Context: an optimization exercise on an open-source flow, tuned for small area. The choices shown serve that exercise and are no tape-out recipe.
The RTL was checked by simulation tests, not by an equivalence proof against the original design.
Power and IR drop assume default switching activity.

**config.mk**
```make
export PLATFORM = sky130hd
export DESIGN_NAME = top
export DESIGN_NICKNAME = top
export VERILOG_FILES = /design/flow/design.v
export SDC_FILE = /design/flow/constraint.sdc
export NUM_CORES = 4
export LEC_CHECK = 0
export CAP_MARGIN = 20
export CORE_MARGIN = 2
export CORE_UTILIZATION = 40
export SLEW_MARGIN = 20
```
**constraint.sdc**
```tcl
create_clock -name core_clock -period 40.0 [get_ports {clk}]
set_input_delay 8.0000 -clock core_clock [delete_from_list [all_inputs] [get_ports {clk}]]
set_output_delay 8.0000 -clock core_clock [all_outputs]
set_load 0.01 [all_outputs]
```
**design.v**
```verilog
module sync(
    input  wire clk,
    input  wire rst,
    output wire hsync,
    output wire vsync,
    output wire tick,
    output wire [9:0] x,
    output wire [9:0] y
);
    reg [9:0] h_count;
    reg [9:0] v_count;
    wire h_end = (h_count == 799);
    wire v_end = (v_count == 524);
    always @(posedge clk or posedge rst) begin
        if (rst) begin
            h_count <= 0;
            v_count <= 0;
        end else begin
            if (h_end) begin
                h_count <= 0;
                if (v_end)
                    v_count <= 0;
                else
                    v_count <= v_count + 1;
            end else begin
                h_count <= h_count + 1;
            end
        end
    end
    wire h0 = (h_count == 0);
    assign hsync = ~((h_count >= 657) && (h_count <= 752));
    assign vsync = ~(h0 ? ((v_count == 491) || (v_count == 492))
                        : ((v_count == 490) || (v_count == 491)));
    assign tick = (h_count == 1) && (v_count == 492);
    assign x = h_count;
    assign y = v_count;
endmodule
module top(
    input wire clk,
    input wire rst,
    input wire anim_step,
    output wire Hsync,
    output wire Vsync,
    output wire [3:0] vgaRed,
    output wire [3:0] vgaGreen,
    output wire [3:0] vgaBlue
);
    wire [9:0] x, y;
    wire tick;
    sync sync_inst(.clk(clk), .rst(rst), .hsync(Hsync), .vsync(Vsync),
                   .tick(tick), .x(x), .y(y));
    reg [9:0] pos;
    reg night;
    always @(posedge clk or posedge rst) begin
        if (rst) begin
            pos <= 0;
            night <= 0;
        end else if (anim_step | tick) begin
            if (!night) begin
                if (pos == 639) night <= 1;
                else pos <= pos + 1;
            end else begin
                if (pos == 0) night <= 0;
                else pos <= pos - 1;
            end
        end
    end
    wire video_on = (x < 640) && (y < 480);
    wire ground = y > 400;
    wire [10:0] dx = {1'b0, x} - {1'b0, pos};
    wire dx_in = (dx[10:5] == 6'b000000) || (dx[10:5] == 6'b111111);
    wire [10:0] dy = {1'b0, y} - 11'd200;
    wire dy_in = (dy[10:5] == 6'b000000) || (dy[10:5] == 6'b111111);
    function [4:0] ws;
        input [4:0] i;
        begin
            case (i)
                5'd0: ws = 5'd29;
                5'd1: ws = 5'd29;
                5'd2: ws = 5'd29;
                5'd3: ws = 5'd29;
                5'd4: ws = 5'd29;
                5'd5: ws = 5'd29;
                5'd6: ws = 5'd29;
                5'd7: ws = 5'd29;
                5'd8: ws = 5'd28;
                5'd9: ws = 5'd28;
                5'd10: ws = 5'd28;
                5'd11: ws = 5'd27;
                5'd12: ws = 5'd27;
                5'd13: ws = 5'd27;
                5'd14: ws = 5'd26;
                5'd15: ws = 5'd25;
                5'd16: ws = 5'd25;
                5'd17: ws = 5'd24;
                5'd18: ws = 5'd23;
                5'd19: ws = 5'd23;
                5'd20: ws = 5'd22;
                5'd21: ws = 5'd21;
                5'd22: ws = 5'd20;
                5'd23: ws = 5'd19;
                5'd24: ws = 5'd17;
                5'd25: ws = 5'd16;
                5'd26: ws = 5'd14;
                5'd27: ws = 5'd13;
                5'd28: ws = 5'd10;
                5'd29: ws = 5'd7;
                default: ws = 5'bx;
            endcase
        end
    endfunction
    function [4:0] wo;
        input [4:0] i;
        begin
            case (i)
                5'd0: wo = 5'd24;
                5'd1: wo = 5'd24;
                5'd2: wo = 5'd24;
                5'd3: wo = 5'd24;
                5'd4: wo = 5'd24;
                5'd5: wo = 5'd24;
                5'd6: wo = 5'd24;
                5'd7: wo = 5'd23;
                5'd8: wo = 5'd23;
                5'd9: wo = 5'd23;
                5'd10: wo = 5'd22;
                5'd11: wo = 5'd22;
                5'd12: wo = 5'd21;
                5'd13: wo = 5'd21;
                5'd14: wo = 5'd20;
                5'd15: wo = 5'd19;
                5'd16: wo = 5'd19;
                5'd17: wo = 5'd18;
                5'd18: wo = 5'd17;
                5'd19: wo = 5'd16;
                5'd20: wo = 5'd14;
                5'd21: wo = 5'd13;
                5'd22: wo = 5'd11;
                5'd23: wo = 5'd9;
                5'd24: wo = 5'd6;
                default: wo = 5'bx;
            endcase
        end
    endfunction
    function [4:0] wc;
        input [4:0] i;
        begin
            case (i)
                5'd0: wc = 5'd19;
                5'd1: wc = 5'd19;
                5'd2: wc = 5'd19;
                5'd3: wc = 5'd19;
                5'd4: wc = 5'd19;
                5'd5: wc = 5'd19;
                5'd6: wc = 5'd19;
                5'd7: wc = 5'd18;
                5'd8: wc = 5'd18;
                5'd9: wc = 5'd17;
                5'd10: wc = 5'd17;
                5'd11: wc = 5'd16;
                5'd12: wc = 5'd15;
                5'd13: wc = 5'd15;
                5'd14: wc = 5'd14;
                5'd15: wc = 5'd13;
                5'd16: wc = 5'd11;
                5'd17: wc = 5'd10;
                5'd18: wc = 5'd8;
                5'd19: wc = 5'd6;
                default: wc = 5'bx;
            endcase
        end
    endfunction
    wire sx_ = dx[5];
    wire [4:0] adx = sx_ ? (~dx[4:0] + 5'd1) : dx[4:0];
    wire sy_ = dy[5];
    wire [5:0] ady = sy_ ? ({1'b0,~dy[4:0]} + 6'd1) : {1'b0,dy[4:0]};
    wire [5:0] adx6 = sx_ ? ({1'b0,~dx[4:0]} + 6'd1) : {1'b0,dx[4:0]};
    wire sun_area = dx_in && dy_in && (ady < 30) && (adx6 <= ws(ady[4:0]));
    wire [6:0] cxs = {dx[5], dx[5:0]} - 7'd10;
    wire [5:0] acx = cxs[6] ? -cxs[5:0] : cxs[5:0];
    wire moon_area = dx_in && dy_in && (ady < 25) && (adx6 <= wo(ady[4:0])) && !((ady < 20) && (acx <= wc(ady[4:0])));
    wire cloud, stars, trunk, crown;
    static_scene sc(.x(x), .y(y), .cloud(cloud), .stars(stars), .trunk(trunk), .crown(crown));
    reg [11:0] rgb;
    always @* begin
        if (!video_on)                 rgb = 12'h000;
        else if (!night && sun_area)   rgb = 12'hFF0;
        else if (night && moon_area)   rgb = 12'hFE2;
        else if (!night && cloud)      rgb = 12'hFFF;
        else if (night && stars)       rgb = 12'hFFF;
        else if (trunk)                rgb = night ? 12'h210 : 12'h420;
        else if (crown)                rgb = night ? 12'h162 : 12'h1E2;
        else if (!night && ground)     rgb = 12'h0F0;
        else if (!night)               rgb = 12'hBDF;
        else if (ground)               rgb = 12'h630;
        else                           rgb = 12'h004;
    end
    assign {vgaRed, vgaGreen, vgaBlue} = rgb;
endmodule
module static_scene(input wire [9:0] x, input wire [9:0] y,
    output wire cloud, output wire stars, output wire trunk, output wire crown);
    assign stars = ((y >= 48) && (y <= 52) && (x >= 48) && (x <= 52)) ||
        ((y >= 98) && (y <= 102) && (x >= 198) && (x <= 202)) ||
        ((y >= 78) && (y <= 82) && (x >= 298) && (x <= 302)) ||
        ((y >= 58) && (y <= 62) && (x >= 398) && (x <= 402)) ||
        ((y >= 88) && (y <= 92) && (x >= 498) && (x <= 502)) ||
        ((y >= 68) && (y <= 72) && (x >= 598) && (x <= 602));
    assign trunk = (x >= 80) && (x <= 90) && (y >= 350) && (y <= 410);
    function [4:0] wcr;
        input [5:0] i;
        begin
            case (i)
                6'd1: wcr = 5'd6;
                6'd2: wcr = 5'd8;
                6'd3: wcr = 5'd10;
                6'd4: wcr = 5'd11;
                6'd5: wcr = 5'd13;
                6'd6: wcr = 5'd14;
                6'd7: wcr = 5'd15;
                6'd8: wcr = 5'd15;
                6'd9: wcr = 5'd16;
                6'd10: wcr = 5'd17;
                6'd11: wcr = 5'd17;
                6'd12: wcr = 5'd18;
                6'd13: wcr = 5'd18;
                6'd14: wcr = 5'd19;
                6'd15: wcr = 5'd19;
                6'd16: wcr = 5'd19;
                6'd17: wcr = 5'd19;
                6'd18: wcr = 5'd19;
                6'd19: wcr = 5'd19;
                6'd20: wcr = 5'd19;
                6'd21: wcr = 5'd19;
                6'd22: wcr = 5'd19;
                6'd23: wcr = 5'd19;
                6'd24: wcr = 5'd19;
                6'd25: wcr = 5'd19;
                6'd26: wcr = 5'd19;
                6'd27: wcr = 5'd18;
                6'd28: wcr = 5'd18;
                6'd29: wcr = 5'd17;
                6'd30: wcr = 5'd17;
                6'd31: wcr = 5'd16;
                6'd32: wcr = 5'd15;
                6'd33: wcr = 5'd15;
                6'd34: wcr = 5'd14;
                6'd35: wcr = 5'd13;
                6'd36: wcr = 5'd11;
                6'd37: wcr = 5'd10;
                6'd38: wcr = 5'd8;
                6'd39: wcr = 5'd6;
                default: wcr = 5'bx;
            endcase
        end
    endfunction
    wire [10:0] ex = {1'b0,x} - 11'd85;
    wire [10:0] ey = {1'b0,y} - 11'd320;
    wire [4:0] aex = ex[10] ? -ex[4:0] : ex[4:0];
    assign crown = (x >= 66) && (x <= 104) && (y >= 321) && (y <= 359) && (aex <= wcr(ey[5:0]));
    function [5:0] cla;
        input [5:0] i;
        begin
            case (i)
                6'd0: cla = 6'd63;
                6'd1: cla = 6'd63;
                6'd2: cla = 6'd63;
                6'd3: cla = 6'd63;
                6'd4: cla = 6'd63;
                6'd5: cla = 6'd17;
                6'd6: cla = 6'd18;
                6'd7: cla = 6'd63;
                6'd8: cla = 6'd63;
                6'd9: cla = 6'd63;
                6'd10: cla = 6'd63;
                6'd11: cla = 6'd63;
                6'd12: cla = 6'd63;
                6'd13: cla = 6'd63;
                6'd14: cla = 6'd63;
                6'd15: cla = 6'd63;
                6'd16: cla = 6'd63;
                6'd17: cla = 6'd63;
                6'd18: cla = 6'd63;
                6'd19: cla = 6'd63;
                6'd20: cla = 6'd63;
                6'd21: cla = 6'd63;
                6'd22: cla = 6'd63;
                6'd23: cla = 6'd63;
                6'd24: cla = 6'd63;
                6'd25: cla = 6'd63;
                6'd26: cla = 6'd63;
                6'd27: cla = 6'd63;
                6'd28: cla = 6'd63;
                6'd29: cla = 6'd63;
                6'd30: cla = 6'd63;
                6'd31: cla = 6'd63;
                6'd32: cla = 6'd63;
                6'd33: cla = 6'd63;
                6'd34: cla = 6'd63;
                6'd35: cla = 6'd63;
                6'd36: cla = 6'd63;
                6'd37: cla = 6'd63;
                6'd38: cla = 6'd63;
                6'd39: cla = 6'd63;
                6'd40: cla = 6'd63;
                6'd41: cla = 6'd63;
                6'd42: cla = 6'd63;
                6'd43: cla = 6'd63;
                6'd44: cla = 6'd63;
                6'd45: cla = 6'd63;
                6'd46: cla = 6'd63;
                6'd47: cla = 6'd63;
                6'd48: cla = 6'd63;
                6'd49: cla = 6'd0;
                6'd50: cla = 6'd0;
                6'd51: cla = 6'd0;
                6'd52: cla = 6'd0;
                6'd53: cla = 6'd0;
                6'd54: cla = 6'd0;
                6'd55: cla = 6'd0;
                6'd56: cla = 6'd0;
                6'd57: cla = 6'd0;
                6'd58: cla = 6'd0;
                6'd59: cla = 6'd0;
                6'd60: cla = 6'd0;
                6'd61: cla = 6'd0;
                6'd62: cla = 6'd0;
                6'd63: cla = 6'd0;
                default: cla = 6'bx;
            endcase
        end
    endfunction
    function [5:0] clb;
        input [5:0] i;
        begin
            case (i)
                6'd0: clb = 6'd0;
                6'd1: clb = 6'd0;
                6'd2: clb = 6'd0;
                6'd3: clb = 6'd0;
                6'd4: clb = 6'd0;
                6'd5: clb = 6'd22;
                6'd6: clb = 6'd19;
                6'd7: clb = 6'd0;
                6'd8: clb = 6'd0;
                6'd9: clb = 6'd0;
                6'd10: clb = 6'd0;
                6'd11: clb = 6'd0;
                6'd12: clb = 6'd0;
                6'd13: clb = 6'd0;
                6'd14: clb = 6'd0;
                6'd15: clb = 6'd0;
                6'd16: clb = 6'd0;
                6'd17: clb = 6'd0;
                6'd18: clb = 6'd0;
                6'd19: clb = 6'd0;
                6'd20: clb = 6'd0;
                6'd21: clb = 6'd0;
                6'd22: clb = 6'd0;
                6'd23: clb = 6'd0;
                6'd24: clb = 6'd0;
                6'd25: clb = 6'd0;
                6'd26: clb = 6'd0;
                6'd27: clb = 6'd0;
                6'd28: clb = 6'd0;
                6'd29: clb = 6'd0;
                6'd30: clb = 6'd0;
                6'd31: clb = 6'd0;
                6'd32: clb = 6'd0;
                6'd33: clb = 6'd0;
                6'd34: clb = 6'd0;
                6'd35: clb = 6'd0;
                6'd36: clb = 6'd0;
                6'd37: clb = 6'd0;
                6'd38: clb = 6'd0;
                6'd39: clb = 6'd0;
                6'd40: clb = 6'd0;
                6'd41: clb = 6'd0;
                6'd42: clb = 6'd0;
                6'd43: clb = 6'd0;
                6'd44: clb = 6'd0;
                6'd45: clb = 6'd0;
                6'd46: clb = 6'd0;
                6'd47: clb = 6'd0;
                6'd48: clb = 6'd0;
                6'd49: clb = 6'd4;
                6'd50: clb = 6'd4;
                6'd51: clb = 6'd5;
                6'd52: clb = 6'd6;
                6'd53: clb = 6'd6;
                6'd54: clb = 6'd7;
                6'd55: clb = 6'd8;
                6'd56: clb = 6'd9;
                6'd57: clb = 6'd10;
                6'd58: clb = 6'd12;
                6'd59: clb = 6'd13;
                6'd60: clb = 6'd15;
                6'd61: clb = 6'd16;
                6'd62: clb = 6'd19;
                6'd63: clb = 6'd22;
                default: clb = 6'bx;
            endcase
        end
    endfunction
    function [5:0] clc;
        input [5:0] i;
        begin
            case (i)
                6'd0: clc = 6'd6;
                6'd1: clc = 6'd9;
                6'd2: clc = 6'd11;
                6'd3: clc = 6'd13;
                6'd4: clc = 6'd14;
                6'd5: clc = 6'd37;
                6'd6: clc = 6'd40;
                6'd7: clc = 6'd43;
                6'd8: clc = 6'd44;
                6'd9: clc = 6'd46;
                6'd10: clc = 6'd47;
                6'd11: clc = 6'd49;
                6'd12: clc = 6'd50;
                6'd13: clc = 6'd51;
                6'd14: clc = 6'd52;
                6'd15: clc = 6'd53;
                6'd16: clc = 6'd53;
                6'd17: clc = 6'd54;
                6'd18: clc = 6'd55;
                6'd19: clc = 6'd55;
                6'd20: clc = 6'd56;
                6'd21: clc = 6'd57;
                6'd22: clc = 6'd57;
                6'd23: clc = 6'd57;
                6'd24: clc = 6'd58;
                6'd25: clc = 6'd58;
                6'd26: clc = 6'd58;
                6'd27: clc = 6'd59;
                6'd28: clc = 6'd59;
                6'd29: clc = 6'd59;
                6'd30: clc = 6'd59;
                6'd31: clc = 6'd59;
                6'd32: clc = 6'd59;
                6'd33: clc = 6'd59;
                6'd34: clc = 6'd59;
                6'd35: clc = 6'd59;
                6'd36: clc = 6'd59;
                6'd37: clc = 6'd59;
                6'd38: clc = 6'd59;
                6'd39: clc = 6'd59;
                6'd40: clc = 6'd59;
                6'd41: clc = 6'd59;
                6'd42: clc = 6'd58;
                6'd43: clc = 6'd58;
                6'd44: clc = 6'd58;
                6'd45: clc = 6'd57;
                6'd46: clc = 6'd57;
                6'd47: clc = 6'd57;
                6'd48: clc = 6'd56;
                6'd49: clc = 6'd55;
                6'd50: clc = 6'd55;
                6'd51: clc = 6'd54;
                6'd52: clc = 6'd53;
                6'd53: clc = 6'd53;
                6'd54: clc = 6'd52;
                6'd55: clc = 6'd51;
                6'd56: clc = 6'd50;
                6'd57: clc = 6'd49;
                6'd58: clc = 6'd47;
                6'd59: clc = 6'd46;
                6'd60: clc = 6'd44;
                6'd61: clc = 6'd43;
                6'd62: clc = 6'd40;
                6'd63: clc = 6'd37;
                default: clc = 6'bx;
            endcase
        end
    endfunction
    wire [10:0] cx = {1'b0,x} - 11'd130;
    wire [5:0] ce = cx[10] ? -cx[5:0] : cx[5:0];
    wire [10:0] cy = {1'b0,y} - 11'd116;
    wire cin = (x >= 70) && (x <= 190) && (y >= 116) && (y <= 179);
    assign cloud = cin && (ce <= clc(cy[5:0])) && !((ce >= cla(cy[5:0])) && (ce <= clb(cy[5:0])));
endmodule
```
**run.sh**
```bash
#!/bin/bash
# synth_recipe.tcl (not shown) runs the flow's synth.tcl, then flattens the netlist and writes it again
# the make line also repeats each setting of config.mk as NAME=value (left out here)
make -C /OpenROAD-flow-scripts/flow DESIGN_CONFIG=/design/flow/config.mk WORK_HOME=/design/flow/orfs CLKGATE_MAP_FILE= SYNTH_SCRIPT=/design/flow/synth_recipe.tcl finish
```
==> metrics.csv <==
metric;value;unit
finalPower;0.0003014;W
drt.antenna.violating_nets;0;
clock_skew;0.004708;ns
grt_pass1_wl;31.51;mm
syn_inst;905;
clk_pin_slew;0.06;ns
die_h;132.3;um
grt_setup_unrepaired;false;
wirelength;19.27;mm
cts_root_buf;clkbuf_16;
yosysTopAreaCell;ha_1;
start_util;0.4116;
synth_area_leaders;ha_1 (19%), dfrtp_1 (12%), a21oi_1 (6.3%);
critPathKind;reg -> out;
die-width;132.3;um
grt_overflow;0;
stdcell_area;7012;sq um
hold_viol_final;0;
netlist_top_cells_count;ha_1 (102), nand2_1 (88), a21oi_1 (83), nor2_1 (65), o21ai_0 (63);
p_leak;2.937;nW
worstMarginPinSlew;0.9222;ns
htreeDepth;2;
num-nets-final;988;
fin_hold_ws;0.6121;ns
relSlewSlack;0.3852;
grt_pass1_vias;6009;
post_cts_buffers;0;
synth.distinct_cells;86;
cts_resized;0;
syn_area;6585;sq um
rows;46;
synth_fp_nets;1012;
pin_count;17;
fmax;71.08;MHz
drtIter0Drc;756;
area_growth;6.479;%
cts_hold_buf;0;
antenna_found_initial;0;
die_area;17500;sq um
clock_path_buffers;2;
cts.sinks;31;
globalplace.congestion;0.9234;
grt_usage;0.2146;
maxSlewViolCount;0;
worstSetupStartpointType;register;
grt_max_degree;39;
dpl_cell_area;6837;sq um
synth_edf_count;0;
max-cap-violations;0;
worstPathRequired;32.00;ns
synthFlopType;dfrtp_1;
yosys_warnings;3;
layout-drive-gt1-share;0.05556;
yosysSeqAreaShare;0.1178;
finalCritPeriodShare;0.3517;
antenna_cells;0;
async_flop_share;1.000;
numCtsBuffers;5;
wire_per_inst;17.55;um
setup-violations-final;0;
fin_crit;14.07;ns
pwr_density_cell;42.99;nW/um^2
yosys.cell_count.top_type;ha_1;
vdd_drop_max;0.00003048;V
synth_top_area_share;0.1938;
worstPathMaxFanout;21;
holdCritPathClass;reg -> reg;
finalSetupTns;0;ns
tritoncts;done;
first_pass_iters;8;
insertion_delay;0.28;ns
worstPathArrival;6.07;ns
status;finished clean;
synth-seq-cells;31;
viasPerCell;6.090;
core-area;16000;sq um
vias;6687;
io_buffers;16;
avgSynthCellArea;7.276;sq um
crit_path_end_kind;output port;
drc_errors;0;
dp_hpwl;14.25;mm
[flip-flops by register name, summed over array words and instances (netlist names)]
register / count
night: 1
pos: 10
sync_inst.h_count: 10
sync_inst.v_count: 10
[routing by layer]
layer,wire length [um],share of wire,vias to the layer above,global-route usage
li1,-,-,3297,-
met1,9252,0.48,3140,0.3138
met2,8682,0.45,229,0.3461
met3,982,0.051,21,0.01307
met4,354,0.018,0,0.04958
met5,0,0,-,0
[power breakdown]
group	switching, W	internal, W	total (W)	leakage, nW
registers	0.00000677	0.0000368	0.0000436	0.394
logic	0.000122	0.0000939	0.000216	2.47
clock network	0.0000155	0.0000265	0.0000420	0.0761
[area by class of cell]
class | count | area (sq um)
Fill cell | 1692 | 8989
Multi-Input combinational cell | 775 | 5420
Sequential cell | 31 | 775.7
Tap cell | 216 | 270.3
Timing Repair Buffer | 24 | 220.2
Inverter | 44 | 165.2
Clock buffer | 7 | 152.6
Clock inverter | 1 | 7.507
[final timing paths]
| kind | start | endpoint | slack, ns | depth (start not counted) |
|---|---|---|---|---|
| max in group asynchronous | rst | sync_inst.v_count[5] | 31.56 | 3 |
| min | pos[9] | pos[9] | 0.61 | 2 |
| min in group asynchronous | rst | pos[7] | 8.12 | 3 |
| min reg2reg | pos[9] | pos[9] | 0.61 | 2 |
| max reg2reg | sync_inst.v_count[0] | pos[8] | 36.81 | 8 |
| max | sync_inst.v_count[3] | vgaGreen[3] | 25.93 | 19 |
[logic make-up after synthesis]
group                      Yosys count  synth area share
AOI/OAI and AO/OA                  302            0.3008
xor gates and xnor gates            45           0.06327
adders and majority gates          104            0.1999
buffers and inverters               99           0.06099
DFF                                 31            0.1178
muxes                                6          0.009310
and+or+nand+nor                    318            0.2480
[critical path, cell delays in order, from the launching register on]
cell and delay [ns]:
dfrtp_1 0.73, clkinv_1 0.62, ha_1 0.88, inv_1 0.23
nand2_1 0.19, a21oi_1 0.09, a211oi_1 0.25, a21oi_1 0.07
nor2_1 0.12, a21oi_1 0.07, ha_1 0.30, nor2b_1 0.13
o21ai_0 0.14, a21oi_1 0.08, a2111oi_0 0.37, o21ai_0 0.30
o21ai_2 0.36, o22ai_1 0.15, a21oi_1 0.16, clkdlybuf4s50_1 0.55
[cells in the final DEF, fill, tap and decap left out, types with 8 or more instances in the layout]
master / Yosys / final
nor2b_1: 22 / 22
xor2_1: 9 / 9
nor3_1: 18 / 18
nand3_1: 23 / 23
o21a_1: 15 / 15
dfrtp_1: 31 / 31
a21oi_1: 83 / 83
ha_1: 102 / 102
nand2b_1: 8 / 8
or2_2: 11 / 11
a21o_1: 12 / 12
a31oi_1: 20 / 20
or3_1: 10 / 10
o21ai_0: 63 / 63
nand4_1: 12 / 12
o22ai_1: 10 / 10
a211oi_1: 16 / 15
inv_1: 38 / 38
buf_4: 2 / 8
nor2_1: 65 / 65
nand2_1: 88 / 88
clkdlybuf4s50_1: 0 / 16
xnor2_1: 33 / 32
nor4_1: 13 / 13
[metrics by stage]
| step | instances | utilization | worst slack, ns |
|---|---|---|---|
| 2_1_floorplan | 905 | - | 27.71 |
| 3_3_place_gp | 1089 | 0.4273 | 26.17 |
| 3_5_place_dp | 1089 | 0.4273 | 26.18 |
| 4_1_cts | 1097 | 0.4373 | 25.90 |
| 5_1_grt | 1098 | 0.4382 | 25.53 |
| 6_report | 1098 | 0.4382 | 25.93 |

separate check: timing with driven ports:
How much do the figures lean on ideal ports? The routed layout below was timed once more, with nothing changed but the port constraints.
Step 1, drivers: a clkbuf_16 drives clk and a buf_2 each remaining input, both assumed.
Step 2 also shifts input and output timing later by t, the mid clock arrival at the registers, as if the neighbouring blocks saw the same clock.
Slacks: ideal / step 1 / step 2; pairs: ideal / step 1.
shift t [ns]: 0.307
setup WS [ns]: 25.930 / 25.896 / 26.204
worst setup path after step 2: register to output
slew at the worst register clock pin (ns): 0.06 / 0.06
pins driven straight from the clock port: 1
After both steps this run still meets setup and hold. The setup slack of this run moves by -0.034 ns with the drivers and by +0.274 ns with both steps.
